Source: an optimization exercise on an open RTL-to-GDS flow (aim: small area). Production flows keep margins and buffers that such runs may drop.
Only simulation tests tie the RTL to the original design; equivalence was not proved.
The clock port is modelled as an ideal driver; clocking choices that lean on that would not hold on a real chip.
Power figures rest on the tool's default switching activity, not on a simulated workload.

## the reference run
==> flow/design.v (excerpt) <==
module top (input sys_clk,
            input rst,
            input [4:0] bottom,
            input [5:0] key,
            input random_key,
            input [11:0] rom_data,
            output possi_led,
            output [7:0] DIG,
            output [7:0] Y,
            output [5:0] flow_led,
            output [3:0] red,
            output [3:0] green,
            output [3:0] blue,
            output hsync,
            vsync,
            output [5:0] key_led,
            output rd_led,
            output [17:0] rom_addr);
Size: ~88 I/O pins.
==> module seg_functions, before the edit <==
module seg_functions(
    input clk, rst, timer_en, ttick,
    input [1:0] gs,
    input [2:0] e,
    input [3:0] st1, st10,
    input [1:0] st100,
    output reg [3:0] pre
);
    reg [3:0] sec1, min1;
    reg [2:0] sec10, min10;
    function [3:0] bcd_step(input [3:0] b, input ci);
        reg w;
        begin
            w = ci & b[3] & b[0];
            bcd_step = {(b[3] ^ (ci & b[2] & b[1] & b[0])) & ~w, b[2] ^ (ci & b[1] & b[0]),
                        (b[1] ^ (ci & b[0])) & ~w, b[0] ^ ci};
        end
    endfunction
    wire clr    = ttick & (gs == 2'b00);
    wire inc    = ttick & timer_en & (gs != 2'b00);
    wire i_s10  = inc & sec1[3] & sec1[0];             
    wire w_s10  = i_s10 & sec10[2] & sec10[0];         
    wire m63    = min10[2] & min10[1] & min1[1] & min1[0];
    wire i_m10  = w_s10 & min1[3] & min1[0];           
    wire zm     = clr | (w_s10 & m63);
    always @(posedge clk or posedge rst)
        if (rst) begin
            sec1 <= 4'd0; sec10 <= 3'd0; min1 <= 4'd0; min10 <= 3'd0;
        end else begin
            sec1  <= clr ? 4'd0 : bcd_step(sec1, inc);
            sec10 <= (clr | w_s10) ? 3'd0 : {sec10[2] ^ (i_s10 & sec10[1] & sec10[0]), sec10[1] ^ (i_s10 & sec10[0]), sec10[0] ^ i_s10};
            min1  <= zm ? 4'd0 : bcd_step(min1, w_s10);
            min10 <= zm ? 3'd0 : {min10[2] ^ (i_m10 & min10[1] & min10[0]), min10[1] ^ (i_m10 & min10[0]), min10[0] ^ i_m10};
        end
    reg [3:0] dsel;
    always @* begin
        case (e)
            3'd7: dsel = {1'b0, sec10};
            3'd0: dsel = min1;
            3'd1: dsel = {1'b0, min10};
            3'd2: dsel = st1;
            3'd3: dsel = st10;
            3'd4: dsel = {2'b0, st100};
            3'd5: dsel = 4'd0;
            default: dsel = sec1;
        endcase
    end
    always @(posedge clk) pre <= dsel;
endmodule
==> module fsm, before the edit <==
module fsm (input clk, rst,
            input start_sw,
            input win_flag,
            input active,
            output reg [1:0] gs,
            output reg timer_en,    
            output reg [3:0] st1,
            output reg [3:0] st10,
            output reg [1:0] st100);
    wire playing = gs[0] ^ gs[1];
    wire st_zero = ~(|st1) & ~(|st10) & ~(|st100);
    wire st1_5   = st1[2] & ~st1[1] & st1[0];
    wire st10_5  = st10[2] & ~st10[1] & st10[0];
    wire st1_9   = st1[3] & st1[0];
    wire st10_9  = st10[3] & st10[0];
    wire inc     = playing & active;
    wire clr     = ~(gs[0] | gs[1]) | (inc & st100[1] & st10_5 & st1_5);
    wire inc10   = inc & st1_9;
    wire inc100  = inc10 & st10_9;
    function [3:0] bcd_step(input [3:0] b, input ci);
        reg w;
        begin
            w = ci & b[3] & b[0];
            bcd_step = {(b[3] ^ (ci & b[2] & b[1] & b[0])) & ~w, b[2] ^ (ci & b[1] & b[0]),
                        (b[1] ^ (ci & b[0])) & ~w, b[0] ^ ci};
        end
    endfunction
    always @(posedge clk) timer_en <= playing;
    always @(posedge clk or posedge rst)
        if (rst) begin
            gs <= 2'b00;
            st1 <= 4'd0; st10 <= 4'd0; st100 <= 2'd0;
        end else begin
            if (~start_sw)     gs <= 2'b00;
            else if (win_flag) gs <= 2'b11;
            else if (st_zero)  gs <= 2'b10;
            else               gs <= 2'b01;
            st1   <= clr ? 4'd0 : bcd_step(st1, inc);
            st10  <= clr ? 4'd0 : bcd_step(st10, inc10);
            st100 <= clr ? 2'd0 : {st100[1] | (inc100 & st100[0]), st100[0] ^ inc100};
        end
endmodule
==> flow/config.mk <==
export PLATFORM = sky130hd
export DESIGN_NAME = top
export DESIGN_NICKNAME = top
export VERILOG_FILES = /design/flow/design.v
export SDC_FILE = /design/flow/constraint.sdc
export NUM_CORES = 4
export LEC_CHECK = 0
export ABC_AREA = 1
export CAP_MARGIN = 20
export CORE_MARGIN = 2
export CORE_UTILIZATION = 40
export SLEW_MARGIN = 20
==> flow/constraint.sdc <==
create_clock -name core_clock -period 12.0 [get_ports {sys_clk}]
set_input_delay 2.4000 -clock core_clock [delete_from_list [all_inputs] [get_ports {sys_clk}]]
set_output_delay 2.4000 -clock core_clock [all_outputs]
set_load 0.01 [all_outputs]
standard.sh (not shown) runs the stock make flow with config.mk's settings and CLKGATE_MAP_FILE= SYNTH_SCRIPT=/design/flow/synth_recipe.tcl, a recipe that flattens the netlist after the stock synthesis.
==> flow/flow/run.sh <==
#!/bin/bash
# Standard ORFS layout (the standard.sh, standard synthesis), with changes
# to how the layout is built only:
#  - port buffers use the smallest buffer cell (buf_1) instead of the default
#  - clock tree built from clkbuf_8 cells, without dummy balancing loads
#  - after CTS, logic cells are downsized where timing, slew and load allow
#    (flow/post_cts.tcl)
# The make output goes to standard_flow.log; ORFS keeps each tool's log under
# orfs/logs/.
set -euo pipefail
here=$(pwd)
export BUFFER_PORTS_ARGS="-buffer_cell sky130_fd_sc_hd__buf_1"
export CTS_ARGS="-sink_clustering_enable -repair_clock_nets -dont_use_dummy_load -buf_list sky130_fd_sc_hd__clkbuf_8 -root_buf sky130_fd_sc_hd__clkbuf_8"
export POST_CTS_TCL="$here/flow/post_cts.tcl"
bash standard.sh finish > standard_flow.log 2>&1
Other scripts of this flow, unchanged in this note and not shown: flow/flow/downsize.tcl, flow/flow/post_cts.tcl
Setup changes, the reference run to the trial run
--- a/flow/design.v
+++ b/flow/design.v
@@ -112,35 +112,34 @@
     input [3:0] st1, st10,
     input [1:0] st100,
     output reg [3:0] pre
 );
     reg [3:0] sec1, min1;
     reg [2:0] sec10, min10;
-    function [3:0] bcd_step(input [3:0] b, input ci);
-        reg w;
-        begin
-            w = ci & b[3] & b[0];
-            bcd_step = {(b[3] ^ (ci & b[2] & b[1] & b[0])) & ~w, b[2] ^ (ci & b[1] & b[0]),
-                        (b[1] ^ (ci & b[0])) & ~w, b[0] ^ ci};
-        end
+    function [3:0] bcd_inc(input [3:0] b);
+        bcd_inc = {(b[2] & b[1] & b[0]) | (b[3] & ~b[0]), b[2] ^ (b[1] & b[0]), ~b[3] & (b[1] ^ b[0]), ~b[0]};
     endfunction
     wire clr    = ttick & (gs == 2'b00);
     wire inc    = ttick & timer_en & (gs != 2'b00);
-    wire i_s10  = inc & sec1[3] & sec1[0];             
-    wire w_s10  = i_s10 & sec10[2] & sec10[0];         
+    wire c_s1   = sec1[3] & sec1[0];                   
+    wire c_s10  = sec10[2] & sec10[0];                 
+    wire c_m1   = min1[3] & min1[0];                   
     wire m63    = min10[2] & min10[1] & min1[1] & min1[0];
-    wire i_m10  = w_s10 & min1[3] & min1[0];           
-    wire zm     = clr | (w_s10 & m63);
+    wire i_s10  = inc & c_s1;
+    wire i_m1   = i_s10 & c_s10;
+    wire i_m10  = i_m1 & c_m1;
     always @(posedge clk or posedge rst)
         if (rst) begin
             sec1 <= 4'd0; sec10 <= 3'd0; min1 <= 4'd0; min10 <= 3'd0;
         end else begin
-            sec1  <= clr ? 4'd0 : bcd_step(sec1, inc);
-            sec10 <= (clr | w_s10) ? 3'd0 : {sec10[2] ^ (i_s10 & sec10[1] & sec10[0]), sec10[1] ^ (i_s10 & sec10[0]), sec10[0] ^ i_s10};
-            min1  <= zm ? 4'd0 : bcd_step(min1, w_s10);
-            min10 <= zm ? 3'd0 : {min10[2] ^ (i_m10 & min10[1] & min10[0]), min10[1] ^ (i_m10 & min10[0]), min10[0] ^ i_m10};
+            sec1  <= clr ? 4'd0 : inc ? bcd_inc(sec1) : sec1;
+            sec10 <= clr ? 3'd0 : i_s10 ? {(sec10[2] & ~sec10[0]) | (sec10[1] & sec10[0]),
+                                           ~sec10[2] & (sec10[1] ^ sec10[0]), ~sec10[0]} : sec10;
+            min1  <= (clr | (i_m1 & m63)) ? 4'd0 : i_m1 ? bcd_inc(min1) : min1;
+            min10 <= (clr | (i_m1 & m63)) ? 3'd0 : i_m10 ? {min10[2] ^ (min10[1] & min10[0]),
+                                           min10[1] ^ min10[0], ~min10[0]} : min10;
         end
     reg [3:0] dsel;
     always @* begin
         case (e)
             3'd7: dsel = {1'b0, sec10};
             3'd0: dsel = min1;
@@ -170,33 +169,28 @@
     wire st1_9   = st1[3] & st1[0];
     wire st10_9  = st10[3] & st10[0];
     wire inc     = playing & active;
     wire clr     = ~(gs[0] | gs[1]) | (inc & st100[1] & st10_5 & st1_5);
     wire inc10   = inc & st1_9;
     wire inc100  = inc10 & st10_9;
-    function [3:0] bcd_step(input [3:0] b, input ci);
-        reg w;
-        begin
-            w = ci & b[3] & b[0];
-            bcd_step = {(b[3] ^ (ci & b[2] & b[1] & b[0])) & ~w, b[2] ^ (ci & b[1] & b[0]),
-                        (b[1] ^ (ci & b[0])) & ~w, b[0] ^ ci};
-        end
+    function [3:0] bcd_inc(input [3:0] b);
+        bcd_inc = {(b[2] & b[1] & b[0]) | (b[3] & ~b[0]), b[2] ^ (b[1] & b[0]), ~b[3] & (b[1] ^ b[0]), ~b[0]};
     endfunction
     always @(posedge clk) timer_en <= playing;
     always @(posedge clk or posedge rst)
         if (rst) begin
             gs <= 2'b00;
             st1 <= 4'd0; st10 <= 4'd0; st100 <= 2'd0;
         end else begin
             if (~start_sw)     gs <= 2'b00;
             else if (win_flag) gs <= 2'b11;
             else if (st_zero)  gs <= 2'b10;
             else               gs <= 2'b01;
-            st1   <= clr ? 4'd0 : bcd_step(st1, inc);
-            st10  <= clr ? 4'd0 : bcd_step(st10, inc10);
-            st100 <= clr ? 2'd0 : {st100[1] | (inc100 & st100[0]), st100[0] ^ inc100};
+            st1   <= clr ? 4'd0 : inc ? bcd_inc(st1) : st1;
+            st10  <= clr ? 4'd0 : inc10 ? bcd_inc(st10) : st10;
+            st100 <= clr ? 2'd0 : inc100 ? {st100[0], ~(st100[1] | st100[0])} : st100;
         end
 endmodule
 module play (input clk, rst,
              input [1:0] gs,
              input [3:0] act,
              input random,
- Diff the reference run and the trial run: net load switching power lower in the reference run
- Side by side, transition at the pin with the smallest max-transition slack turned out lower in the trial run than in the reference run.
- Diff the reference run -> the trial run: design area increased by about 1.3% relative to the old numbers; portion of the post-synthesis area used by sequential elements decreased by 0.94 points relative to the old numbers; final cell count increased by 21 relative to the old numbers; clock network fraction of total power decreased by 1.3 points relative to the old numbers.
- Vias: the trial run above the reference run
- Met1 wire length: the trial run vs the reference run up 4.1%
- Floorplan check, the trial run vs the reference run: die outline larger in the trial run

## re-timing with driven ports
No port has a modelled driver above. Below, the same layouts with a new extraction and two added sets of constraints.
Step 1 sets driving cells, clkbuf_16 on the clock port and buf_2 on the other inputs (assumed; they add their load-dependent delay and slew).
Step 2 adds t to the input delays and takes it off the output delays; t is the mean of the earliest and latest rising clock arrival at the registers after step 1. Input paths then give back, and output paths get back, about the clock's delay inside the block.
Slacks: ideal ports / drivers / drivers and shift; pairs: ideal ports / drivers.
run	shift t [ns]	setup WS [ns]	worst setup path after step 2	worst register clock-pin slew, ns	worst slew at a driven data input, ns
the reference run	0.472	2.754 / 2.714 / 3.186	register to output	0.10 / 0.10	0.04
the trial run	0.476	2.718 / 2.679 / 3.154	register to output	0.11 / 0.11	0.04
After both steps setup and hold are still met in every run listed.
